This is an optimization exercise on Yosys and OpenROAD, whose aim is small area, a short achievable clock period and few clock cycles, not a production implementation.
RTL that was checked went through simulation tests only; none was proved equivalent to the original.
For runs 2 to 4, only the layout was checked, not whether the RTL still works.
No activity file was given, so power comes from the tool's default toggle rates.

<file path="flow/design.v">
`timescale 1ns / 1ps
module axi_slave_ram #
(
    parameter C_AXI_ADDR_WIDTH = 9,
    parameter C_AXI_DATA_WIDTH = 32,
    parameter STRB_WIDTH = (C_AXI_DATA_WIDTH/8),
    parameter ID_WIDTH = 1,
    parameter PIPELINE_OUTPUT = 0
)
(
    input  wire                   clk,
    input  wire                   rst,
    input  wire [ID_WIDTH-1:0]    s_axi_awid,
    input  wire [C_AXI_ADDR_WIDTH-1:0]  s_axi_awaddr,
    input  wire [7:0]             s_axi_awlen,
    input  wire [2:0]             s_axi_awsize,
    input  wire [1:0]             s_axi_awburst,
    input  wire                   s_axi_awlock,
    input  wire [3:0]             s_axi_awcache,
    input  wire [2:0]             s_axi_awprot,
    input  wire                   s_axi_awvalid,
    output wire                   s_axi_awready,
    input  wire [C_AXI_DATA_WIDTH-1:0]  s_axi_wdata,
    input  wire [STRB_WIDTH-1:0]  s_axi_wstrb,
    input  wire                   s_axi_wlast,
    input  wire                   s_axi_wvalid,
    output wire                   s_axi_wready,
    output wire [ID_WIDTH-1:0]    s_axi_bid,
    output wire [1:0]             s_axi_bresp,
    output wire                   s_axi_bvalid,
    input  wire                   s_axi_bready,
    input  wire [ID_WIDTH-1:0]    s_axi_arid,
    input  wire [C_AXI_ADDR_WIDTH-1:0]  s_axi_araddr,
    input  wire [7:0]             s_axi_arlen,
    input  wire [2:0]             s_axi_arsize,
    input  wire [1:0]             s_axi_arburst,
    input  wire                   s_axi_arlock,
    input  wire [3:0]             s_axi_arcache,
    input  wire [2:0]             s_axi_arprot,
    input  wire                   s_axi_arvalid,
    output wire                   s_axi_arready,
    output wire [ID_WIDTH-1:0]    s_axi_rid,
    output wire [C_AXI_DATA_WIDTH-1:0]  s_axi_rdata,
    output wire [1:0]             s_axi_rresp,
    output wire                   s_axi_rlast,
    output wire                   s_axi_rvalid,
    input  wire                   s_axi_rready
);
localparam NWORDS = 128;
integer h;
reg [31:0] ra [0:NWORDS/2-1];
reg [31:0] rb [0:NWORDS/2-1];
reg        ph;
wire [31:0] mem [0:NWORDS-1];
genvar gp;
generate
    for (gp = 0; gp < NWORDS/2; gp = gp + 1) begin : g_phys
        assign mem[2*gp]   = ra[gp];
        assign mem[2*gp+1] = rb[gp];
    end
endgenerate
always @(posedge clk)
    ph <= !ph;
reg                wc_v;           
reg [8:0]          wc_addr;
reg [1:0]          wc_size;
reg                wc_fixed;
reg [7:0]          wc_cnt;
reg                wc_last;        
reg [ID_WIDTH-1:0] wc_id;
reg                awq_v;          
reg [8:0]          awq_addr;
reg [1:0]          awq_size;
reg                awq_fixed;
reg [7:0]          awq_len;
reg [ID_WIDTH-1:0] awq_id;
reg [63:0]         wp_pair;
reg [31:0]         wp_data;
reg [3:0]          wp_strb;
reg                wd_v;
reg [7:0]          wd_hi;
reg [7:0]          wd_lo;
reg [31:0]         wd_data;
reg [3:0]          wd_strb;
reg                bvalid_r;       
reg [ID_WIDTH-1:0] bid_r;
reg                bq1_v;
reg [ID_WIDTH-1:0] bq1_id;
reg                awready_r;
reg                wready_r;
assign s_axi_awready = awready_r;
assign s_axi_wready  = wready_r;
assign s_axi_bvalid  = bvalid_r;
assign s_axi_bid     = bid_r;
assign s_axi_bresp   = 2'b00;
wire aw_hs = s_axi_awvalid & awready_r;
wire w_hs  = s_axi_wvalid & wready_r;
wire b_hs  = bvalid_r & s_axi_bready;
wire w_last = wc_last;
wire b_push = w_hs & w_last;
wire w_direct = w_hs & !rst & (wc_addr[2] == ph);
wire w_defer  = w_hs & !rst & (wc_addr[2] != ph);
wire [7:0] w_hi, w_lo;
genvar gd;
generate
    for (gd = 0; gd < 8; gd = gd + 1) begin : g_wdec
        assign w_hi[gd] = (wc_addr[8:6] == gd);
        assign w_lo[gd] = (wc_addr[5:3] == gd);
    end
endgenerate
wire [1:0] awsize_c = (s_axi_awsize > 3'd2) ? 2'd2 : s_axi_awsize[1:0];
wire [8:0] wc_inc = (wc_size == 2'd0) ? 9'd1 : (wc_size == 2'd1) ? 9'd2 : 9'd4;
reg                wc_v_n;
reg [8:0]          wc_addr_n;
reg [1:0]          wc_size_n;
reg                wc_fixed_n;
reg [7:0]          wc_cnt_n;
reg [ID_WIDTH-1:0] wc_id_n;
reg                awq_v_n;
reg                bvalid_n, bq1_v_n;
reg [ID_WIDTH-1:0] bid_n, bq1_id_n;
wire wc_free = !wc_v | b_push;    
always @* begin
    wc_v_n = wc_v; wc_addr_n = wc_addr; wc_size_n = wc_size; wc_fixed_n = wc_fixed;
    wc_cnt_n = wc_cnt; wc_id_n = wc_id;
    awq_v_n = awq_v;
    if (w_hs && !w_last) begin
        if (!wc_fixed) wc_addr_n = wc_addr + wc_inc;
        wc_cnt_n = wc_cnt - 8'd1;
    end
    if (wc_free) begin
        if (awq_v) begin
            wc_v_n = 1'b1; wc_addr_n = awq_addr; wc_size_n = awq_size; wc_fixed_n = awq_fixed;
            wc_cnt_n = awq_len; wc_id_n = awq_id;
            awq_v_n = aw_hs;
        end else if (aw_hs) begin
            wc_v_n = 1'b1; wc_addr_n = s_axi_awaddr; wc_size_n = awsize_c;
            wc_fixed_n = (s_axi_awburst == 2'b00);
            wc_cnt_n = s_axi_awlen; wc_id_n = s_axi_awid;
        end else begin
            wc_v_n = 1'b0;
        end
    end else if (aw_hs) begin
        awq_v_n = 1'b1;
    end
    bvalid_n = bvalid_r; bid_n = bid_r; bq1_v_n = bq1_v; bq1_id_n = bq1_id;
    if (b_hs) begin
        bvalid_n = bq1_v; bid_n = bq1_id; bq1_v_n = 1'b0;
    end
    if (b_push) begin
        if (!bvalid_n) begin
            bvalid_n = 1'b1; bid_n = wc_id;
        end else begin
            bq1_v_n = 1'b1; bq1_id_n = wc_id;
        end
    end
end
always @(posedge clk) begin
    if (rst) begin
        wc_v <= 1'b0;
        awq_v <= 1'b0;
        bvalid_r <= 1'b0;
        bq1_v <= 1'b0;
        awready_r <= 1'b0;
        wready_r <= 1'b0;
    end else begin
        wc_v <= wc_v_n;
        awq_v <= awq_v_n;
        bvalid_r <= bvalid_n;
        bq1_v <= bq1_v_n;
        awready_r <= !awq_v_n;
        wready_r <= wc_v_n && !(wc_cnt_n == 8'd0 && bvalid_n && bq1_v_n) &&
                    !(w_hs && (wc_addr_n[2] == wc_addr[2]));
    end
    wc_addr <= wc_addr_n; wc_size <= wc_size_n; wc_fixed <= wc_fixed_n;
    wc_cnt <= wc_cnt_n; wc_id <= wc_id_n;
    wc_last <= (wc_cnt_n == 8'd0);
    bid_r <= bid_n; bq1_id <= bq1_id_n;
    if (aw_hs) begin
        awq_addr <= s_axi_awaddr; awq_size <= awsize_c; awq_fixed <= (s_axi_awburst == 2'b00);
        awq_len <= s_axi_awlen; awq_id <= s_axi_awid;
    end
    wd_v <= w_defer;
    wd_hi <= w_hi;
    wd_lo <= w_lo;
    wd_data <= s_axi_wdata;
    wd_strb <= s_axi_wstrb;
    for (h = 0; h < 64; h = h + 1)
        wp_pair[h] <= w_direct ? (w_hi[h / 8] & w_lo[h % 8]) : (wd_v & wd_hi[h / 8] & wd_lo[h % 8]);
    if (w_direct) begin
        wp_data <= s_axi_wdata;
        wp_strb <= s_axi_wstrb;
    end else begin
        wp_data <= wd_data;
        wp_strb <= wd_strb;
    end
end
wire [3:0]  ws_strb = wp_strb;
wire [31:0] ws_data = wp_data;
genvar gi, gb, gt;
generate
    for (gi = 0; gi < NWORDS/2; gi = gi + 1) begin : g_pair
        wire [31:0] na;
        for (gb = 0; gb < 4; gb = gb + 1) begin : g_byte
            wire wen, wen_n;
            rm_and2  u_en  (.a(wp_pair[gi]), .b(ws_strb[gb]), .y(wen));
            rm_nand2 u_enn (.a(wp_pair[gi]), .b(ws_strb[gb]), .y(wen_n));
            for (gt = 0; gt < 8; gt = gt + 1) begin : g_bit
                rm_ao22 u_m (.a0(wen), .a1(ws_data[8*gb+gt]), .b0(wen_n), .b1(rb[gi][8*gb+gt]),
                             .y(na[8*gb+gt]));
            end
        end
        always @(posedge clk) begin
            ra[gi] <= na;
            rb[gi] <= ra[gi];
        end
    end
endgenerate
reg                rc_v;
reg [1:0]          rc_off;
reg [1:0]          rc_size;
reg                rc_fixed;
reg [7:0]          rc_cnt;
reg                rc_last;        
reg [ID_WIDTH-1:0] rc_id;
reg                rc_w0;          
reg [31:0]         rs_lo;
reg [3:0]          rs_hi;
reg                arq_v;
reg [8:0]          arq_addr;
reg [1:0]          arq_size;
reg                arq_fixed;
reg [7:0]          arq_len;
reg [ID_WIDTH-1:0] arq_id;
reg                s2_v;
reg                s2_last;
reg [ID_WIDTH-1:0] s2_id;
reg [31:0]         p_n [0:3];
reg                arready_r;
reg                rvalid_r;
wire [31:0]        rdata_r;
wire               rlast_r;
wire [ID_WIDTH-1:0] rid_r;
assign s_axi_arready = arready_r;
assign s_axi_rvalid  = rvalid_r;
assign s_axi_rdata   = rdata_r;
assign s_axi_rlast   = rlast_r;
assign s_axi_rid     = rid_r;
assign s_axi_rresp   = 2'b00;
wire ar_hs    = s_axi_arvalid & arready_r;
wire out_free = !rvalid_r | s_axi_rready;
wire s2_adv   = s2_v & out_free;
wire fetch    = rc_v & (!s2_v | out_free);
wire r_last   = rc_last;
wire rc_free  = !rc_v | (fetch & r_last);
wire [1:0] arsize_c = (s_axi_arsize > 3'd2) ? 2'd2 : s_axi_arsize[1:0];
wire rc_carry = !rc_fixed && ((rc_size == 2'd2) || (rc_size == 2'd1 && rc_off[1]) ||
                              (rc_size == 2'd0 && rc_off == 2'd3));
wire [1:0] rc_off_inc = (rc_size == 2'd0) ? rc_off + 2'd1 : (rc_size == 2'd1) ? rc_off + 2'd2 : rc_off;
wire [8:0] new_addr = arq_v ? arq_addr : s_axi_araddr;
reg [31:0] rs_lo_n;
reg [3:0]  rs_hi_n;
integer q;
always @* begin
    rs_hi_n = rs_hi;
    for (q = 0; q < 16; q = q + 1) begin
        rs_lo_n[2*q]   = rs_lo[2*q+1];
        rs_lo_n[2*q+1] = rs_lo[2*q];
    end
    if (rc_free) begin
        for (q = 0; q < 32; q = q + 1)
            rs_lo_n[q] = ({new_addr[6:3], new_addr[2] ^ !ph} == q);
        for (q = 0; q < 4; q = q + 1)
            rs_hi_n[q] = (new_addr[8:7] == q);
    end else if (fetch && rc_carry) begin
        if (rc_w0) begin
            rs_lo_n = {rs_lo[29:0], rs_lo[31:30]};
            if (rs_lo[31] | rs_lo[30])
                rs_hi_n = {rs_hi[2:0], rs_hi[3]};
        end else begin
            rs_lo_n = rs_lo;
        end
    end
end
reg  [NWORDS-1:0] rsel;
wire [NWORDS-1:0] rsel_n;
genvar gs;
generate
    for (gs = 0; gs < NWORDS; gs = gs + 1) begin : g_rsel
        rm_and2 u (.a(rs_lo_n[gs % 32]), .b(rs_hi_n[gs / 32]), .y(rsel_n[gs]));
    end
endgenerate
always @(posedge clk)
    rsel <= rsel_n;
wire [31:0] p_mux [0:3];
genvar gj, gg, gk;
generate
    for (gk = 0; gk < 4; gk = gk + 1) begin : g_grp
        for (gj = 0; gj < 32; gj = gj + 1) begin : g_rbit
            wire [11:0] l1;    
            wire [2:0]  l2;    
            for (gg = 0; gg < 10; gg = gg + 1) begin : g_l1
                rm_aoi222 u (.a0(mem[32*gk+3*gg][gj]), .s0(rsel[32*gk+3*gg]),
                             .a1(mem[32*gk+3*gg+1][gj]), .s1(rsel[32*gk+3*gg+1]),
                             .a2(mem[32*gk+3*gg+2][gj]), .s2(rsel[32*gk+3*gg+2]), .y(l1[gg]));
            end
            rm_aoi22 u10 (.a0(mem[32*gk+30][gj]), .s0(rsel[32*gk+30]),
                          .a1(mem[32*gk+31][gj]), .s1(rsel[32*gk+31]), .y(l1[10]));
            assign l1[11] = 1'b1;
            rm_nand4 u20 (.a(l1[0]), .b(l1[1]), .c(l1[2]),  .d(l1[3]),  .y(l2[0]));
            rm_nand4 u21 (.a(l1[4]), .b(l1[5]), .c(l1[6]),  .d(l1[7]),  .y(l2[1]));
            rm_nand3 u22 (.a(l1[8]), .b(l1[9]), .c(l1[10]), .y(l2[2]));
            rm_nor3 u3 (.a(l2[0]), .b(l2[1]), .c(l2[2]), .y(p_mux[gk][gj]));
        end
    end
endgenerate
wire [31:0] rdata_d = ~(p_n[0] & p_n[1] & p_n[2] & p_n[3]);
reg  [31:0] rdata_q;
reg         rlast_q;
reg  [ID_WIDTH-1:0] rid_q;
wire [31:0] rdata_nd;
wire        rlast_nd;
wire [ID_WIDTH-1:0] rid_nd;
genvar go;
generate
    for (go = 0; go < 32; go = go + 1) begin : g_rdata
        rm_mux2 u (.s(s2_adv), .a0(rdata_q[go]), .a1(rdata_d[go]), .y(rdata_nd[go]));
    end
    for (go = 0; go < ID_WIDTH; go = go + 1) begin : g_rid
        rm_mux2 u (.s(s2_adv), .a0(rid_q[go]), .a1(s2_id[go]), .y(rid_nd[go]));
    end
endgenerate
rm_mux2 u_rlast (.s(s2_adv), .a0(rlast_q), .a1(s2_last), .y(rlast_nd));
always @(posedge clk) begin
    rdata_q <= rdata_nd;
    rlast_q <= rlast_nd;
    rid_q <= rid_nd;
end
assign rdata_r = rdata_q;
assign rlast_r = rlast_q;
assign rid_r = rid_q;
integer k;
always @(posedge clk) begin
    if (rst) begin
        rc_v <= 1'b0;
        arq_v <= 1'b0;
        s2_v <= 1'b0;
        rvalid_r <= 1'b0;
        arready_r <= 1'b0;
    end else begin
        if (rc_free)
            rc_v <= arq_v | ar_hs;
        if (rc_free)
            arq_v <= 1'b0;
        else if (ar_hs)
            arq_v <= 1'b1;
        arready_r <= !(rc_free ? 1'b0 : (arq_v | ar_hs));
        if (fetch)
            s2_v <= 1'b1;
        else if (s2_adv)
            s2_v <= 1'b0;
        if (s2_adv)
            rvalid_r <= 1'b1;
        else if (s_axi_rready)
            rvalid_r <= 1'b0;
    end
    if (rc_free) begin
        rc_off <= new_addr[1:0];
        if (arq_v) begin
            rc_size <= arq_size; rc_fixed <= arq_fixed; rc_cnt <= arq_len; rc_id <= arq_id;
        end else begin
            rc_size <= arsize_c; rc_fixed <= (s_axi_arburst == 2'b00);
            rc_cnt <= s_axi_arlen; rc_id <= s_axi_arid;
        end
        rc_last <= arq_v ? (arq_len == 8'd0) : (s_axi_arlen == 8'd0);
        rc_w0 <= new_addr[2];
    end else if (fetch) begin
        rc_cnt <= rc_cnt - 8'd1;
        rc_last <= (rc_cnt == 8'd1);
        if (!rc_fixed)
            rc_off <= rc_off_inc;
        if (rc_carry)
            rc_w0 <= !rc_w0;
    end
    rs_lo <= rs_lo_n;
    rs_hi <= rs_hi_n;
    if (ar_hs) begin
        arq_addr <= s_axi_araddr; arq_size <= arsize_c; arq_fixed <= (s_axi_arburst == 2'b00);
        arq_len <= s_axi_arlen; arq_id <= s_axi_arid;
    end
    if (fetch) begin
        for (k = 0; k < 4; k = k + 1)
            p_n[k] <= p_mux[k];
        s2_last <= r_last;
        s2_id <= rc_id;
    end
end
endmodule
module rm_aoi222 (input wire a0, input wire s0, input wire a1, input wire s1,
                  input wire a2, input wire s2, output wire y);
    assign y = ~((a0 & s0) | (a1 & s1) | (a2 & s2));
endmodule
module rm_aoi22 (input wire a0, input wire s0, input wire a1, input wire s1, output wire y);
    assign y = ~((a0 & s0) | (a1 & s1));
endmodule
module rm_nand4 (input wire a, input wire b, input wire c, input wire d, output wire y);
    assign y = ~(a & b & c & d);
endmodule
module rm_nand3 (input wire a, input wire b, input wire c, output wire y);
    assign y = ~(a & b & c);
endmodule
module rm_mux2 (input wire s, input wire a0, input wire a1, output wire y);
    assign y = s ? a1 : a0;
endmodule
module rm_and3 (input wire a, input wire b, input wire c, output wire y);
    assign y = a & b & c;
endmodule
module rm_ao22 (input wire a0, input wire a1, input wire b0, input wire b1, output wire y);
    assign y = (a0 & a1) | (b0 & b1);
endmodule
module rm_and2 (input wire a, input wire b, output wire y);
    assign y = a & b;
endmodule
module rm_nor3 (input wire a, input wire b, input wire c, output wire y);
    assign y = ~(a | b | c);
endmodule
module rm_nand2 (input wire a, input wire b, output wire y);
    assign y = ~(a & b);
endmodule
</file>
<file path="flow/flow/run.sh">
#!/bin/bash
export BUFFER_PORTS_ARGS="-buffer_cell sky130_fd_sc_hd__buf_2"
export MAX_REPAIR_ANTENNAS_ITER_DRT=5
bash standard.sh > standard.log 2>&1
</file>
<file path="flow/standard.sh">
#!/bin/bash
# synth_recipe.tcl (not shown) runs the flow's synth.tcl, then flattens the netlist and writes it again
# the make line also repeats each setting of config.mk as NAME=value (left out here)
make -C /OpenROAD-flow-scripts/flow DESIGN_CONFIG=/design/flow/config.mk WORK_HOME=/design/flow/orfs CLKGATE_MAP_FILE= SYNTH_SCRIPT=/design/flow/synth_recipe.tcl "${@:-finish}"
</file>
<file path="flow/config.mk">
export PLATFORM = sky130hd
export DESIGN_NAME = axi_slave_ram
export DESIGN_NICKNAME = axi_slave_ram
export VERILOG_FILES = /design/flow/design.v
export SDC_FILE = /design/flow/constraint.sdc
export NUM_CORES = 8
export LEC_CHECK = 0
export CAP_MARGIN = 20
export CORE_MARGIN = 2
export CORE_UTILIZATION = 65
export CTS_CLUSTER_DIAMETER = 80
export CTS_CLUSTER_SIZE = 30
export PLACE_DENSITY = 0.75
export SETUP_SLACK_MARGIN = 2.6
export SLEW_MARGIN = 20
export SYNTH_HIERARCHICAL = 1
</file>
<file path="flow/constraint.sdc">
create_clock -name core_clock -period 5.0 [get_ports {clk}]
set_input_delay 1.0000 -clock core_clock [delete_from_list [all_inputs] [get_ports {clk}]]
set_output_delay 1.0000 -clock core_clock [all_outputs]
set_load 0.01 [all_outputs]
</file>
==> results.cfg, run 1 <==
[status]
outcome = finished clean

[sta]
rsz0062_at_grt = true
fin_setup_tns_ps = 0
final-hold-violation-count = 0
fmax_mhz = 398
slew_headroom_pct = 16.5
report.final.slew_viol_count = 0
number_of_failing_setup_endpoints_in_the_final_timing_report = 0
final_critical_path_setup_slack_ps = 2490
worst_pin_slew_ps = 1250
min_period_over_period_pct = 50.2
skew_ps = 47.2
period_minus_slack_ps = 2510

[critical_path]
cp-start-kind = register
critPathTopFamily = flip-flops
critical_path.endpoint_type = output port
critPathRequiredTime_ps = 4000
worstSetupPathType = register to output port
path_max_fanout = 2
timing.critical_path.cells = buf_6
worstPathArrival_ps = 1510
critPathMaxStageDelay_ps = 480
cp.buffers_inverters = 1
critical_path.slowest_cell = dfxtp_4

[logic_synthesis]
dominantRegCellSynth = dfxtp_1
postSynthRegisterBits = 4671
synth_seq_area_share_pct = 68.3
synthesis.area_um2 = 140000
async_reset_ff_share_pct = 0
synthMostInstantiatedCell = dfxtp_1
synth.top_cells.by_area = dfxtp_1 (64%), a22o_1 (13%), a222oi_1 (9.2%)
synth.cells.most_frequent = dfxtp_1 (4478), a22o_1 (2049), a222oi_1 (1280)
syn_area_cell_um2 = 13.9
netlist-cell-type-count = 80
postSynthCellCount = 10075
ys.warnings.count = 13
yosys.area.top_type_share_pct = 64.2
synthDominantAreaCellType = dfxtp_1
synth_edf_count = 193

[floorplan]
initial_utilization_pct = 65.2
floorplan.core_area_um2 = 214000
die_height_um = 468
io_pins = 150
placementRows = 170
die_w_um = 468
fp.dieArea_um2 = 219000

[cts]
cts_made_buffers = 175
clock_latency_ps = 900
cts_tree = done
cts_num_sinks = 4671
clockRootBuffer = clkbuf_16
cts-htree-levels = 4
clock_pin_slew_on_the_worst_setup_and_hold_paths_ps = 110
clock_path_buffers = 3

[route]
viasPerCell = 7.45
route.vias.total = 99930
drt-total-wl_um = 438000
detail-route-antenna-nets = 0
detail_route.drc_violations = 0
drt-wirelength-per-cell_um = 32.7
detailedRoute.firstPassIterationCount = 14
initial_drc_count = 18190

[power_and_ir_drop]
total_leakage_power_nw = 54.9
vdd_ir_drop_max_uv = 414
total_power_mw = 58.9
power.density_nw_per_um2 = 390

[finish]
layoutNonFillerInstCount = 13408
n_fill_cell = 14619
flow.area_growth_from_synthesis_pct = 8.24
finalCoreUtilization_pct = 70.6
post_route_cells_drive_above_1_share_pct = 9.85
design.final.nets = 10600

[global_route]
wire_length_of_the_first_global_routing_pass_um = 638000
globalRouteTotalUtil_pct = 38.6
first_global_vias = 96910
grt_max_degree = 66
grt_overflow_total = 0
antenna_found_initial = 44

[placed_design]
place.gp.congestion = 0.933
hpwlAfterDp_um = 282000
number_of_port_buffers = 128
dp.cells = 13098
setup_slack_placement_ps = 1580

[job]
maxCapViolations = 0

[hold_path]
timing.hold.worst.class = primary input to register
## per-module statistics from Yosys (local to each module, per instance), excerpt
module     cells inside  cell area, um2
rm_nand4              1            6.26
rm_nand2              1            3.75
rm_nand3              1            5.00
rm_and2               1            6.26
rm_aoi22              1            12.5
rm_ao22               1            8.76
rm_mux2               1            15.0
rm_aoi222             1            10.0
## metal layers
metal | up-vias | wire length [um] | global-route usage [%]
met4 | 36 | 22100 | 18.6
li1 | 42496 | - | -
met1 | 50088 | 176000 | 54.2
met5 | - | 300 | 0.483
met2 | 6447 | 187000 | 56.2
met3 | 863 | 53200 | 8.95
## sequential cells by signal, summed over array words and instances, names as in the netlist, 9 cells and up
register and cells:
rsel 128, p_n 128, arq_addr 9, ra 2048, rs_lo 32, wp_pair 64, awq_addr 9, wd_data 32
rb 2048, wp_data 32, wc_addr 9, rdata_q 32
## repair_timing
item,CTS,global route
setup buffers,17,22
resized for setup,148,39
gates cloned,4,2
hold buffers,0,0
endpoints found under the setup margin,707,402
pin swaps,12,17
## layout by cell type, fill, tap and decap left out, types with 13 or more instances in the layout
| cell | count |
|---|---|
| a21oi_1 | 26 |
| a222oi_1 | 1280 |
| a22o_1 | 2049 |
| a22oi_2 | 128 |
| and2_1 | 386 |
| buf_12 | 15 |
| buf_2 | 99 |
| buf_4 | 124 |
| buf_6 | 43 |
| clkbuf_1 | 34 |
| clkbuf_16 | 187 |
| dfxtp_1 | 4305 |
| dfxtp_2 | 118 |
| dfxtp_4 | 55 |
| diode_2 | 27 |
| edfxtp_1 | 193 |
| inv_1 | 26 |
| mux2_4 | 34 |
| mux2i_1 | 52 |
| nand2_1 | 444 |
| nand3_1 | 138 |
| nand4_1 | 296 |
| nor2_1 | 34 |
| nor2b_1 | 13 |
| nor3_2 | 114 |
| nor3_4 | 15 |
| o21ai_0 | 44 |
| o22ai_1 | 62 |
| o22ai_2 | 22 |
## where the power goes
part           leakage (nW)  internal, mW  switching [mW]
Sequential             37.6          38.2            1.07
Clock                  2.40          6.90            11.0
Combinational          14.8         0.629            1.11
## worst paths after layout
check | startpoint | to | slack [ps] | depth (start not counted)
worst max-delay path | arready_r | s_axi_arready | 2490 | 1
worst min-delay path | s_axi_wdata[31] | wd_data[31] | 210 | 1
worst max register to register | rsel[108] | p_n[3][19] | 2540 | 4
worst min register to register | ra[30][13] | rb[30][13] | 330 | 0
## metrics by stage
step / instance area, um2 / hold slack [ps]
finish: 151000 / 212
global route: 151000 / 195
CTS: 151000 / 168
detailed placement: 145000 / 336
global placement: 145000 / 332
floorplan: 140000 / 330
## cell type report
class                      instances  area [um2]  area share, %
tap                             2838        3550           2.35
clock buffer                     222        4800           3.17
antenna                           27        67.6         0.0447
timing repair buffer             284        2280           1.51
inverter                          30         130         0.0861
multi-input combinational       5324       44500           29.4
clock inverter                    12         136         0.0902
sequential                      4671       95800           63.4
## kinds of logic (layout without fill, tap and decap cells)
group | after synthesis | count (layout) | share of synthesized area, %
other cells | 1 | 31 | 0.00268
flops | 4671 | 4671 | 68.3
mux | 104 | 104 | 0.877
xor+xnor | 20 | 20 | 0.125
compound gates | 3672 | 3676 | 24.1
fa+ha+maj | 9 | 9 | 0.0842
simple gates | 1510 | 1511 | 6.17
buf+inv | 88 | 548 | 0.285
Testbench counts, summed over its fixed seeds: cycles 12,407.
==> run 2: changes to the inputs <==
--- a/flow/design.v
+++ b/flow/design.v
@@ -229,4 +229,6 @@
 reg                arq_v;
 reg [8:0]          arq_addr;
+reg [31:0]         arq_lo;         
+reg [3:0]          arq_hi;         
 reg [1:0]          arq_size;
 reg                arq_fixed;
@@ -237,4 +239,8 @@
 reg [ID_WIDTH-1:0] s2_id;
 reg [31:0]         p_n [0:3];
+reg                sk_v;
+reg [31:0]         sk_data;
+reg                sk_last;
+reg [ID_WIDTH-1:0] sk_id;
 reg                arready_r;
 reg                rvalid_r;
@@ -250,6 +256,6 @@
 wire ar_hs    = s_axi_arvalid & arready_r;
 wire out_free = !rvalid_r | s_axi_rready;
-wire s2_adv   = s2_v & out_free;
-wire fetch    = rc_v & (!s2_v | out_free);
+wire out_load = out_free & (sk_v | s2_v);
+wire fetch    = rc_v & !sk_v & (!s2_v | out_free);
 wire r_last   = rc_last;
 wire rc_free  = !rc_v | (fetch & r_last);
@@ -268,9 +274,15 @@
         rs_lo_n[2*q+1] = rs_lo[2*q];
     end
-    if (rc_free) begin
+    if (rc_free && arq_v) begin
+        for (q = 0; q < 16; q = q + 1) begin
+            rs_lo_n[2*q]   = arq_lo[2*q+1];
+            rs_lo_n[2*q+1] = arq_lo[2*q];
+        end
+        rs_hi_n = arq_hi;
+    end else if (rc_free) begin
         for (q = 0; q < 32; q = q + 1)
-            rs_lo_n[q] = ({new_addr[6:3], new_addr[2] ^ !ph} == q);
+            rs_lo_n[q] = ({s_axi_araddr[6:3], s_axi_araddr[2] ^ !ph} == q);
         for (q = 0; q < 4; q = q + 1)
-            rs_hi_n[q] = (new_addr[8:7] == q);
+            rs_hi_n[q] = (s_axi_araddr[8:7] == q);
     end else if (fetch && rc_carry) begin
         if (rc_w0) begin
@@ -316,4 +328,7 @@
 endgenerate
 wire [31:0] rdata_d = ~(p_n[0] & p_n[1] & p_n[2] & p_n[3]);
+wire [31:0] rdata_s = sk_v ? sk_data : rdata_d;
+wire        rlast_s = sk_v ? sk_last : s2_last;
+wire [ID_WIDTH-1:0] rid_s = sk_v ? sk_id : s2_id;
 reg  [31:0] rdata_q;
 reg         rlast_q;
@@ -325,11 +340,11 @@
 generate
     for (go = 0; go < 32; go = go + 1) begin : g_rdata
-        rm_mux2 u (.s(s2_adv), .a0(rdata_q[go]), .a1(rdata_d[go]), .y(rdata_nd[go]));
+        rm_mux2 u (.s(out_load), .a0(rdata_q[go]), .a1(rdata_s[go]), .y(rdata_nd[go]));
     end
     for (go = 0; go < ID_WIDTH; go = go + 1) begin : g_rid
-        rm_mux2 u (.s(s2_adv), .a0(rid_q[go]), .a1(s2_id[go]), .y(rid_nd[go]));
+        rm_mux2 u (.s(out_load), .a0(rid_q[go]), .a1(rid_s[go]), .y(rid_nd[go]));
     end
 endgenerate
-rm_mux2 u_rlast (.s(s2_adv), .a0(rlast_q), .a1(s2_last), .y(rlast_nd));
+rm_mux2 u_rlast (.s(out_load), .a0(rlast_q), .a1(rlast_s), .y(rlast_nd));
 always @(posedge clk) begin
     rdata_q <= rdata_nd;
@@ -346,4 +361,5 @@
         arq_v <= 1'b0;
         s2_v <= 1'b0;
+        sk_v <= 1'b0;
         rvalid_r <= 1'b0;
         arready_r <= 1'b0;
@@ -356,9 +372,10 @@
             arq_v <= 1'b1;
         arready_r <= !(rc_free ? 1'b0 : (arq_v | ar_hs));
-        if (fetch)
-            s2_v <= 1'b1;
-        else if (s2_adv)
-            s2_v <= 1'b0;
-        if (s2_adv)
+        s2_v <= fetch;
+        if (out_free)
+            sk_v <= sk_v & s2_v;
+        else
+            sk_v <= sk_v | s2_v;
+        if (out_load)
             rvalid_r <= 1'b1;
         else if (s_axi_rready)
@@ -389,9 +406,23 @@
         arq_len <= s_axi_arlen; arq_id <= s_axi_arid;
     end
-    if (fetch) begin
+    for (k = 0; k < 4; k = k + 1)
+        p_n[k] <= p_mux[k];
+    s2_last <= r_last;
+    s2_id <= rc_id;
+    if (s2_v && !(out_free && !sk_v)) begin
+        sk_data <= rdata_d;
+        sk_last <= s2_last;
+        sk_id <= s2_id;
+    end
+    if (ar_hs) begin
+        for (k = 0; k < 32; k = k + 1)
+            arq_lo[k] <= ({s_axi_araddr[6:3], s_axi_araddr[2] ^ !ph} == k);
         for (k = 0; k < 4; k = k + 1)
-            p_n[k] <= p_mux[k];
-        s2_last <= r_last;
-        s2_id <= rc_id;
+            arq_hi[k] <= (s_axi_araddr[8:7] == k);
+    end else begin
+        for (k = 0; k < 16; k = k + 1) begin
+            arq_lo[2*k]   <= arq_lo[2*k+1];
+            arq_lo[2*k+1] <= arq_lo[2*k];
+        end
     end
 end
--- a/flow/config.mk
+++ b/flow/config.mk
@@ -8,8 +8,8 @@
 export CAP_MARGIN = 20
 export CORE_MARGIN = 2
-export CORE_UTILIZATION = 65
+export CORE_UTILIZATION = 60
 export CTS_CLUSTER_DIAMETER = 80
 export CTS_CLUSTER_SIZE = 30
-export PLACE_DENSITY = 0.75
+export PLACE_DENSITY = 0.7
 export SETUP_SLACK_MARGIN = 2.6
 export SLEW_MARGIN = 20
==> run 2 against run 1 <==
Maximum frequency down 3.7%. Global-route usage is 1.2 points lower. Power increased by 1.7%. First-iteration DRC count hardly changed. Sequential share of layout area shrank 0.91 points. Core utilization shrank 5.0 points. Non-clock buffer count up 57. Highest routed layer unchanged.
==> results.cfg, run 2 <==
[status]
outcome = finished clean

[hold_path]
min_from = s_axi_wstrb[1]
timing.hold.worst.class = primary input to register

[finish]
design.final.nets = 10872
layoutNonFillerInstCount = 13987
n_fill_cell = 17553
final_cell_mix = dfxtp_1 (4477), a22o_1 (2048), a222oi_1 (1280)
post_route_cells_drive_above_1_share_pct = 11.2
final_cell_area_um2 = 154000
flow.area_growth_from_synthesis_pct = 8.93
biggestRegsByFlops = ra: 2048 flops, rb: 2048 flops
most_frequent_standard_cell_in_the_layout_excluding_fill_and_tap_cells = dfxtp_1

[critical_path]
critical_path.endpoint_type = register
setup.worst_path.start = s_axi_rready
cp_common_cell = mux2i_4
critPathTopFamily = simple AND/OR/NAND/NOR gates
critPathMaxStageDelay_ps = 410
worstPathArrival_ps = 3430
critPathRequiredTime_ps = 5820
path_max_fanout = 13
critical_path.slowest_cell = or3b_4
cp-start-kind = primary input
worstSetupPathType = primary input to register
cp.buffers_inverters = 4
timing.critical_path.cells = buf_2 > and3b_2 > or3b_4 > a2111oi_4 > o211ai_1 > buf_4 > mux2i_4 > buf_6 > mux2i_4 > buf_12 > and2_1
reg2reg_from = rsel[84]

[placed_design]
place.gp.congestion = 0.951
hpwlAfterDp_um = 300000
dp.cells = 13652
post_dp_cell_area_um2 = 147000
number_of_port_buffers = 128

[global_route]
grt_max_degree = 134
wire_length_of_the_first_global_routing_pass_um = 667000
antenna_found_initial = 47
grt_overflow_total = 0
globalRouteTotalUtil_pct = 37.3
first_global_vias = 98017

[logic_synthesis]
netlist-cell-type-count = 70
synth.top_cells.by_area = dfxtp_1 (66%), a22o_1 (13%), a222oi_1 (9.1%)
dominantRegCellSynth = dfxtp_1
postSynthCellCount = 10327
synth.cells.most_frequent = dfxtp_1 (4641), a22o_1 (2048), a222oi_1 (1280)
postSynthRegisterBits = 4736
ys.warnings.count = 13
yosys.area.top_type_share_pct = 65.7
synth_edf_count = 95
synth_seq_area_share_pct = 67.8
async_reset_ff_share_pct = 0
synthesis.area_um2 = 141000
synthDominantAreaCellType = dfxtp_1
synthMostInstantiatedCell = dfxtp_1
syn_area_cell_um2 = 13.7

[floorplan]
die_w_um = 489
floorplan.core_area_um2 = 235000
io_pins = 150
die_height_um = 489
fp.dieArea_um2 = 239000
initial_utilization_pct = 60.2
placementRows = 178

[route]
route.vias.total = 101422
viasPerCell = 7.25
detail-route-antenna-nets = 0
detail_route.drc_violations = 0
detailedRoute.firstPassIterationCount = 14
initial_drc_count = 18198
drt-total-wl_um = 464000
drt-wirelength-per-cell_um = 33.2

[sta]
worst_pin_slew_ps = 1190
slew_headroom_pct = 20.7
number_of_failing_setup_endpoints_in_the_final_timing_report = 0
report.final.slew_viol_count = 0
fin_setup_tns_ps = 0
fmax_mhz = 384
skew_ps = 46.4
rsz0062_at_grt = true
period_minus_slack_ps = 2610
whs_ps = 219
min_period_over_period_pct = 52.1
final-hold-violation-count = 0

[cts]
cts_made_buffers = 180
hold_buffers = 0
cts-htree-levels = 4
cts_tree = done
clock_latency_ps = 900
clock_path_buffers = 3
clockRootBuffer = clkbuf_16
cts_num_sinks = 4736
clock_pin_slew_on_the_worst_setup_and_hold_paths_ps = 110

[power_and_ir_drop]
vdd_ir_drop_max_uv = 393
power.density_nw_per_um2 = 389
total_leakage_power_nw = 56.4

[job]
maxCapViolations = 0
run 2: changes by cell type after synthesis, sizes merged, moves of 30 or more:
cell	change
mux2	+70
dfxtp	+163
a32oi	+30
edfxtp	-98
o21ai	+121
nand3	+59
o22ai	-86
nand2	-38
run 2: path summary, 6_finish.rpt:
kind	to	slack, ps	cells after the start
worst max-delay path	rsel[59]	2390	11
worst min-delay path	wd_strb[1]	220	1
worst max register to register	p_n[2][10]	2410	3
worst min register to register	rb[44][6]	330	0
run 2: report_power, final:
part / internal [mW] / switching (mW) / total, mW
clock: 6.91 / 11.3 / 18.2
sequential: 38.7 / 0.987 / 39.6
combinational: 0.720 / 1.34 / 2.06
total: 46.3 / 13.6 / 59.9
run 2: timing repair:
action                     4_1_cts  5_1_grt
buffers inserted                42       18
pin swaps                       14       24
setup endpoints to repair      497      213
gates cloned                     6        7
resized for setup              191       97
run 2: routing by layer:
metal	GRT usage, %	up-vias	routed length, um
met1	51.9	50888	189000
met5	0	-	221
met2	54.5	6150	196000
met3	8.63	1044	52100
li1	-	43306	-
met4	18.9	34	26900
run 2: cell type report:
cell class / count / area (um2) / share of cell area [%]
Clock inverter: 23 / 216 / 0.141
Timing Repair Buffer: 341 / 2930 / 1.91
Multi-Input combinational cell: 5484 / 45800 / 29.8
Tap cell: 3150 / 3940 / 2.56
Inverter: 15 / 67.6 / 0.0439
Antenna cell: 22 / 55.1 / 0.0358
Clock buffer: 216 / 4790 / 3.11
Sequential cell: 4736 / 96100 / 62.4
run 2: worst reg2reg max path, delay by kind of cell, from the launching register on:
| family | cells | cell delay, ps |
|---|---|---|
| compound gates | 1 | 680 |
| simple gates | 2 | 1200 |
| flops | 1 | 620 |
run 2: through the flow:
stage          total power [mW]  utilization, %  setup WS [ps]
6_report                   59.9            65.6           2390
3_3_place_gp               42.1            62.6           1090
3_5_place_dp               42.2            62.6           1120
5_1_grt                    61.4            65.6           2390
2_1_floorplan              41.0               -           2130
4_1_cts                    59.7            65.3           2360
run 2: cell families (layout without fill, tap and decap cells):
kind of cell | count (synthesis) | count (layout) | share of synthesized area [%]
xor gates and xnor gates | 22 | 22 | 0.136
buffers and inverters | 114 | 595 | 0.328
muxes | 175 | 178 | 1.43
adders and majority gates | 9 | 9 | 0.0832
AOI/OAI and AO/OA | 3725 | 3726 | 24.0
and+or+nand+nor | 1545 | 1545 | 6.26
DFF | 4736 | 4736 | 67.8
other | 1 | 26 | 0.00265
run 2: modules after synthesis, one instance, submodules excluded:
module         area [um2]  copies in the design
rm_and2              6.26                   384
axi_slave_ram      102000                     1
rm_nor3              10.0                   128
rm_mux2              15.0                    34
rm_ao22              8.76                  2048
rm_aoi22             12.5                   128
rm_nand3             5.00                   128
rm_nand4             6.26                   256
rm_aoi222            10.0                  1280
rm_nand2             3.75                   256
==> run 3: changes to the inputs <==
--- a/flow/config.mk
+++ b/flow/config.mk
@@ -12,5 +12,5 @@
 export CTS_CLUSTER_SIZE = 30
 export PLACE_DENSITY = 0.7
-export SETUP_SLACK_MARGIN = 2.6
+export SETUP_SLACK_MARGIN = 2.7
 export SLEW_MARGIN = 20
 export SYNTH_HIERARCHICAL = 1
==> run 3 against run 2 <==
Combinational power increased by 3%. Register-to-register slack worse by 140 ps. Hold slack worse by 24 ps. Critical path type is now register to register. Critical endpoint is now rsel[30]. Largest cell class unchanged.
==> results.cfg, run 3 <==
[placed_design]
setup_slack_placement_ps = 1080
dp.cells = 13665
place.gp.congestion = 0.943
number_of_port_buffers = 128
post_dp_cell_area_um2 = 147000
hpwlAfterDp_um = 298000

[critical_path]
setup.worst_path.start = rvalid_r
worstSetupPathType = register to register
critPathRequiredTime_ps = 5800
critical_path.slowest_cell = or3b_4
critical_path.endpoint_type = register
path_max_fanout = 8
critPathTopFamily = buffers and inverters
reg2reg_from = rvalid_r
critPathMaxStageDelay_ps = 390
worstPathArrival_ps = 3530
cp-start-kind = register
timing.critical_path.cells = and3b_2 > or3b_4 > a2111oi_4 > buf_6 > o211ai_1 > buf_4 > mux2i_4 > mux2i_4 > buf_6 > buf_12 > buf_16 > and2_4
cp.buffers_inverters = 5

[hold_path]
timing.hold.worst.class = primary input to register
min_from = s_axi_wdata[24]

[cts]
clockRootBuffer = clkbuf_16
hold_buffers = 0
cts_tree = done
cts_num_sinks = 4736
clock_latency_ps = 910
cts_made_buffers = 180
cts-htree-levels = 4
clock_pin_slew_on_the_worst_setup_and_hold_paths_ps = 110
clock_path_buffers = 3

[sta]
period_minus_slack_ps = 2730
fmax_mhz = 367
skew_ps = 55.4
rsz0062_at_grt = true
slew_headroom_pct = 19.6
number_of_failing_setup_endpoints_in_the_final_timing_report = 0
worst_pin_slew_ps = 1200
whs_ps = 195
report.final.slew_viol_count = 0
final_critical_path_setup_slack_ps = 2270
fin_setup_tns_ps = 0
final-hold-violation-count = 0
min_period_over_period_pct = 54.5

[power_and_ir_drop]
total_leakage_power_nw = 56.8
power.density_nw_per_um2 = 390
seq_power_share_pct = 65.8
vdd_ir_drop_max_uv = 356
p_sw_mw = 13.6
total_power_mw = 60.2
swShare_pct = 22.6
pwr-share-clk_pct = 30.6
intPower_mw = 46.6
p_comb_share_pct = 3.5

[floorplan]
floorplan.core_area_um2 = 235000
die_height_um = 489
fp.dieArea_um2 = 239000
io_pins = 150
placementRows = 178
initial_utilization_pct = 60.2
die_w_um = 489

[route]
drt-wirelength-per-cell_um = 32.9
initial_drc_count = 18019
route.vias.total = 101573
viasPerCell = 7.23
drt-total-wl_um = 462000
detail_route.drc_violations = 0
detailedRoute.firstPassIterationCount = 14
detail-route-antenna-nets = 0

[finish]
multi_input_logic_area_um2 = 45800
layout.area.seq_um2 = 96100
n_fill_cell = 17206
design.final.nets = 10938
final_cell_area_um2 = 155000
finalCoreUtilization_pct = 65.8
final_cell_mix = dfxtp_1 (4490), a22o_1 (2048), a222oi_1 (1280)
layoutNonFillerInstCount = 14053
flow.area_growth_from_synthesis_pct = 9.37
most_frequent_standard_cell_in_the_layout_excluding_fill_and_tap_cells = dfxtp_1
post_route_cells_drive_above_1_share_pct = 11.8
biggestRegsByFlops = ra: 2048 flops, rb: 2048 flops

[logic_synthesis]
yosys.area.top_type_share_pct = 65.7
synth_edf_count = 95
synthMostInstantiatedCell = dfxtp_1
synth.top_cells.by_area = dfxtp_1 (66%), a22o_1 (13%), a222oi_1 (9.1%)
netlist-cell-type-count = 70
postSynthRegisterBits = 4736
synthDominantAreaCellType = dfxtp_1
synth.cells.most_frequent = dfxtp_1 (4641), a22o_1 (2048), a222oi_1 (1280)
async_reset_ff_share_pct = 0
postSynthCellCount = 10327
syn_area_cell_um2 = 13.7
dominantRegCellSynth = dfxtp_1
synthesis.area_um2 = 141000
synth_seq_area_share_pct = 67.8
ys.warnings.count = 13

[global_route]
first_global_vias = 98066
wire_length_of_the_first_global_routing_pass_um = 662000
globalRouteTotalUtil_pct = 37.0
antenna_found_initial = 30
grt_max_degree = 165
grt_overflow_total = 0

[job]
maxCapViolations = 0

[status]
outcome = finished clean
run 3: cell counts after synthesis:
Identical to the previous run, type by type.
run 3: Yosys stat by module (local to each module, per instance), a selection:
module / area (um2) / times used
rm_nor3: 10.0 / 128
rm_nand3: 5.00 / 128
rm_nand2: 3.75 / 256
rm_mux2: 15.0 / 34
rm_ao22: 8.76 / 2048
rm_and2: 6.26 / 384
run 3: layout make-up:
| cell class | instances | share of cell area [%] |
|---|---|---|
| antenna | 22 | 0.0356 |
| inverter | 15 | 0.0461 |
| timing repair buffer | 406 | 2.26 |
| multi-input combinational | 5484 | 29.6 |
| tap | 3150 | 2.55 |
| clock buffer | 217 | 3.10 |
| clock inverter | 22 | 0.215 |
| sequential | 4736 | 62.2 |
| timing repair inverter | 1 | 0.00324 |
run 3: timing repair:
action / CTS / global route
resized for setup: 214 / 78
buffers inserted: 81 / 30
cloned: 10 / 6
pin swaps: 23 / 22
endpoints found under the setup margin: 494 / 560
run 3: routing by layer:
| metal | GRT usage [%] | wire length, um | vias to the layer above |
|---|---|---|---|
| li1 | - | - | 43446 |
| met1 | 51.1 | 186000 | 50919 |
| met2 | 54.5 | 197000 | 6173 |
| met3 | 7.44 | 51700 | 1025 |
| met4 | 20.3 | 27900 | 10 |
| met5 | 0 | 74 | - |
run 3: cells by family (layout without fill, tap and decap cells):
group           after synthesis  in the layout  share of synthesized area [%]
compound gates             3725           3726                           24.0
xor+xnor                     22             22                          0.136
fa+ha+maj                     9              9                         0.0832
buf+inv                     114            661                          0.328
flops                      4736           4736                           67.8
mux                         175            178                           1.43
other cells                   1             26                        0.00265
simple gates               1545           1545                           6.26
run 3: power by group through the flow:
stage | logic [mW] | clock network (mW) | registers, mW
4_1_cts | 1.99 | 18.5 | 39.6
5_1_grt | 2.20 | 19.8 | 39.7
2_1_floorplan | 0.859 | 0 | 40.2
3_3_place_gp | 1.72 | 0 | 40.4
3_5_place_dp | 1.77 | 0 | 40.4
6_report | 2.13 | 18.4 | 39.6
run 3: final timing paths:
check	cells after the start	end	slack [ps]
setup / recovery	12	rsel[30]	2270
hold / removal	1	wd_data[24]	200
setup reg to reg	12	rsel[30]	2270
hold reg to reg	0	rb[3][10]	320
==> run 4: changes to the inputs <==
--- a/flow/design.v
+++ b/flow/design.v
@@ -265,34 +265,56 @@
 wire [1:0] rc_off_inc = (rc_size == 2'd0) ? rc_off + 2'd1 : (rc_size == 2'd1) ? rc_off + 2'd2 : rc_off;
 wire [8:0] new_addr = arq_v ? arq_addr : s_axi_araddr;
-reg [31:0] rs_lo_n;
-reg [3:0]  rs_hi_n;
+reg [31:0] nb_lo, f_lo, h_lo;    
+reg [3:0]  nb_hi, f_hi, h_hi;
 integer q;
 always @* begin
-    rs_hi_n = rs_hi;
-    for (q = 0; q < 16; q = q + 1) begin
-        rs_lo_n[2*q]   = rs_lo[2*q+1];
-        rs_lo_n[2*q+1] = rs_lo[2*q];
-    end
-    if (rc_free && arq_v) begin
+    if (arq_v) begin
         for (q = 0; q < 16; q = q + 1) begin
-            rs_lo_n[2*q]   = arq_lo[2*q+1];
-            rs_lo_n[2*q+1] = arq_lo[2*q];
+            nb_lo[2*q]   = arq_lo[2*q+1];
+            nb_lo[2*q+1] = arq_lo[2*q];
         end
-        rs_hi_n = arq_hi;
-    end else if (rc_free) begin
+        nb_hi = arq_hi;
+    end else begin
         for (q = 0; q < 32; q = q + 1)
-            rs_lo_n[q] = ({s_axi_araddr[6:3], s_axi_araddr[2] ^ !ph} == q);
+            nb_lo[q] = ({s_axi_araddr[6:3], s_axi_araddr[2] ^ !ph} == q);
         for (q = 0; q < 4; q = q + 1)
-            rs_hi_n[q] = (s_axi_araddr[8:7] == q);
-    end else if (fetch && rc_carry) begin
+            nb_hi[q] = (s_axi_araddr[8:7] == q);
+    end
+    for (q = 0; q < 16; q = q + 1) begin
+        h_lo[2*q]   = rs_lo[2*q+1];
+        h_lo[2*q+1] = rs_lo[2*q];
+    end
+    h_hi = rs_hi;
+    if (!rc_v) begin
+        h_lo = nb_lo;
+        h_hi = nb_hi;
+    end
+    f_lo = h_lo;
+    f_hi = rs_hi;
+    if (rc_carry) begin
         if (rc_w0) begin
-            rs_lo_n = {rs_lo[29:0], rs_lo[31:30]};
+            f_lo = {rs_lo[29:0], rs_lo[31:30]};
             if (rs_lo[31] | rs_lo[30])
-                rs_hi_n = {rs_hi[2:0], rs_hi[3]};
+                f_hi = {rs_hi[2:0], rs_hi[3]};
         end else begin
-            rs_lo_n = rs_lo;
+            f_lo = rs_lo;
         end
     end
+    if (r_last) begin
+        f_lo = nb_lo;
+        f_hi = nb_hi;
+    end
 end
+wire [31:0] rs_lo_n;
+wire [3:0]  rs_hi_n;
+genvar gf;
+generate
+    for (gf = 0; gf < 32; gf = gf + 1) begin : g_rslo
+        rm_mux2 u (.s(fetch), .a0(h_lo[gf]), .a1(f_lo[gf]), .y(rs_lo_n[gf]));
+    end
+    for (gf = 0; gf < 4; gf = gf + 1) begin : g_rshi
+        rm_mux2 u (.s(fetch), .a0(h_hi[gf]), .a1(f_hi[gf]), .y(rs_hi_n[gf]));
+    end
+endgenerate
 reg  [NWORDS-1:0] rsel;
 wire [NWORDS-1:0] rsel_n;
--- a/flow/config.mk
+++ b/flow/config.mk
@@ -12,5 +12,5 @@
 export CTS_CLUSTER_SIZE = 30
 export PLACE_DENSITY = 0.7
-export SETUP_SLACK_MARGIN = 2.7
+export SETUP_SLACK_MARGIN = 2.6
 export SLEW_MARGIN = 20
 export SYNTH_HIERARCHICAL = 1
==> run 4 against run 3 <==
Still clean on timing, DRC and antenna. Die area grew 0.90%. First-iteration DRC count shrank 8.5%. Combinational power grew 15%. Clock skew shrank 21 ps. Synthesized cell count grew 1.6%. Final cell count grew 0.42%. Core utilization shrank 0.27 points. Maximum frequency grew 7.5%. Non-clock buffer count shrank 118. Count of clock-buffer cells in the layout grew 8. Design area is essentially flat.
==> results.cfg, run 4 <==
[sta]
whs_ps = 203
rsz0062_at_grt = true
slew_headroom_pct = 15.3
fin_setup_tns_ps = 0
min_period_over_period_pct = 50.7
skew_ps = 34.7
worst_pin_slew_ps = 1270
number_of_failing_setup_endpoints_in_the_final_timing_report = 0
period_minus_slack_ps = 2530
final-hold-violation-count = 0
fmax_mhz = 394
report.final.slew_viol_count = 0

[route]
drt-wirelength-per-cell_um = 31.5
detailedRoute.firstPassIterationCount = 13
initial_drc_count = 16487
detail-route-antenna-nets = 0
drt-total-wl_um = 445000
detail_route.drc_violations = 0
viasPerCell = 7.16
route.vias.total = 101050

[cts]
cts-htree-levels = 4
clock_pin_slew_on_the_worst_setup_and_hold_paths_ps = 120
cts_tree = done
clock_latency_ps = 900
hold_buffers = 0
cts_made_buffers = 181
clock_path_buffers = 3
cts_num_sinks = 4736
clockRootBuffer = clkbuf_16

[floorplan]
die_w_um = 492
placementRows = 178
fp.dieArea_um2 = 242000
die_height_um = 492
initial_utilization_pct = 60.5
floorplan.core_area_um2 = 236000
io_pins = 150

[finish]
multi_input_logic_area_um2 = 46700
n_fill_cell = 17217
flow.area_growth_from_synthesis_pct = 8.45
design.final.nets = 10979
post_route_cells_drive_above_1_share_pct = 10.2
layout.area.seq_um2 = 96100
biggestRegsByFlops = ra: 2048 flops, rb: 2048 flops
final_cell_mix = dfxtp_1 (4488), a22o_1 (2049), a222oi_1 (1280)
most_frequent_standard_cell_in_the_layout_excluding_fill_and_tap_cells = dfxtp_1

[critical_path]
critical_path.slowest_cell = edfxtp_1
worstPathArrival_ps = 3330
reg2reg_from = rc_off[1]
critPathCapture = rsel[36]
critPathMaxStageDelay_ps = 470
r2r_slack_ps = 2470
worstSetupPathType = register to register
setup.worst_path.start = rc_off[1]
reg2reg_depth = 9
cp-start-kind = register
worstReg2RegEnd = rsel[36]
critPathRequiredTime_ps = 5790
worstSetupPathDepth = 9
cp.buffers_inverters = 2
timing.critical_path.cells = ha_1 > inv_1 > a221oi_4 > buf_12 > o211a_4 > mux2i_1 > o21ai_1 > mux2_4 > and2_1
critical_path.endpoint_type = register
critPathTopFamily = compound AO/OA/AOI/OAI gates
path_max_fanout = 17

[logic_synthesis]
syn_area_cell_um2 = 13.6
synthMostInstantiatedCell = dfxtp_1
synth_seq_area_share_pct = 67.2
postSynthCellCount = 10496
synthesis.area_um2 = 143000
postSynthRegisterBits = 4736
synth.cells.most_frequent = dfxtp_1 (4641), a22o_1 (2049), a222oi_1 (1280)
synthDominantAreaCellType = dfxtp_1
yosys.area.top_type_share_pct = 65.2
synth.top_cells.by_area = dfxtp_1 (65%), a22o_1 (13%), a222oi_1 (9.0%)
async_reset_ff_share_pct = 0
synth_edf_count = 95
netlist-cell-type-count = 75
dominantRegCellSynth = dfxtp_1
ys.warnings.count = 13

[hold_path]
hold_path_depth = 1
timing.hold.worst.class = primary input to register

[status]
outcome = finished clean

[global_route]
grt_use_met1_pct = 49.1
grt_overflow_total = 0
antenna_found_initial = 40
wire_length_of_the_first_global_routing_pass_um = 646000
grt_util_met3_pct = 8.07
first_global_vias = 98214
globalRouteTotalUtil_pct = 35.0
gr-usage-met2_pct = 51.9
grt-busiest-layer = met2
grt_max_degree = 165

[power_and_ir_drop]
p_comb_share_pct = 4.0
total_leakage_power_nw = 56.7
pwr-share-clk_pct = 30.6
swShare_pct = 23.1
p_sw_mw = 14.1
intPower_mw = 46.9
seq_power_share_pct = 65.4
power.density_nw_per_um2 = 394
vdd_ir_drop_max_uv = 502

[job]
maxCapViolations = 0

[placed_design]
number_of_port_buffers = 128
place.gp.congestion = 0.932
hpwlAfterDp_um = 289000
==> run 4: repair_timing <==
action / in CTS / in global routing
endpoints found under the setup margin: 331 / 322
hold endpoints to repair: 0 / 0
gates resized for setup: 121 / 40
buffers inserted: 33 / 11
pin swaps: 5 / 15
gates cloned: 7 / 7
==> run 4: power by group through the flow <==
stage | sequential [mW] | clock (mW) | combinational, mW
2_1_floorplan | 40.3 | 0 | 1.07
3_3_place_gp | 40.7 | 0 | 1.95
3_5_place_dp | 40.8 | 0 | 2.00
4_1_cts | 39.9 | 18.7 | 2.17
5_1_grt | 40.0 | 20.1 | 2.52
6_report | 39.9 | 18.6 | 2.44
==> run 4: cells by family (layout without fill, tap and decap cells) <==
logic type	after synthesis	after routing	share of synthesized area [%]
AOI/OAI and AO/OA	3780	3780	24.1
muxes	209	219	1.80
adders and majority gates	8	8	0.0755
DFF	4736	4736	67.2
other	1	31	0.00263
buffers and inverters	166	590	0.479
and+or+nand+nor	1579	1581	6.30
xor gates and xnor gates	17	17	0.104
==> run 4: worst min-delay path by stage <==
| stage | endpoint | slack (ps) | start |
|---|---|---|---|
| after floorplan | s2_id | 320 | rc_id |
| after global placement | rb[23][25] | 330 | ra[23][25] |
| after detailed placement | rb[41][8] | 340 | ra[41][8] |
| after CTS | wd_data[29] | 160 | s_axi_wdata[29] |
| after global routing | wd_data[12] | 180 | s_axi_wdata[12] |
| final | wd_data[12] | 200 | s_axi_wdata[12] |
==> run 4: area by class of cell <==
cell class	instances	share of cell area (%)
clock inverter	28	0.218
timing repair inverter	1	0.00485
antenna	27	0.0437
tap	3150	2.55
sequential	4736	62.1
multi-input combinational	5609	30.2
clock buffer	225	3.21
timing repair buffer	288	1.54
inverter	48	0.123
==> run 4: routing by layer <==
layer	vias to the layer above	share of wire (%)
met5	-	0.062
met3	800	11
met4	24	4.6
li1	43861	-
met2	5853	43
met1	50512	41
==> run 4: Yosys stat by module (local to each module, per instance) <==
module	cell area, um2	copies in the design	flip-flops and latches	cells inside
axi_slave_ram	102000	1	4736	5818
rm_and2	6.26	384	0	1
rm_ao22	8.76	2048	0	1
rm_aoi22	12.5	128	0	1
rm_aoi222	10.0	1280	0	1
rm_mux2	15.0	70	0	1
rm_nand2	3.75	256	0	1
rm_nand3	5.00	128	0	1
rm_nand4	6.26	256	0	1
rm_nor3	10.0	128	0	1
==> run 4: metrics by stage <==
stage	instances	power, mW	setup WS [ps]	instance area, um2	util, %
after global routing	14096	62.6	2410	155000	65.6
after floorplan	10499	41.4	2080	143000	-
after global placement	13764	42.7	1440	148000	62.7
after detailed placement	13764	42.7	1410	148000	62.7
final	14112	61.0	2470	155000	65.6
after CTS	14057	60.8	2540	154000	65.3

port drivers added, routing unchanged:
How much do the figures lean on ideal ports? The routed layouts below were timed once more, with nothing changed but the port constraints.
Step 1, drivers: a clkbuf_16 drives clk and a buf_2 each remaining input, both assumed.
Step 2 times the ports against the registers' clock, not the clock port: input delays grow and output delays shrink by t, the midpoint of the rising clock arrivals with the driver on.
Slacks: ideal / step 1 / step 2; pairs: ideal / step 1.
run	t (ns)	setup WS [ns]	slew at the worst register clock pin (ns)
run 1	0.976	2.490 / 2.389 / 1.765	0.12 / 0.12
run 2	0.976	2.394 / 2.344 / 1.487	0.12 / 0.12
run 3	0.988	2.275 / 2.275 / 1.470	0.12 / 0.12
run 4	0.987	2.465 / 2.465 / 1.918	0.12 / 0.12
After both steps every run listed still meets setup and hold. For run 2, which loses most, drivers alone change the setup slack by -0.050 ns; drivers and shift together by -0.907 ns.
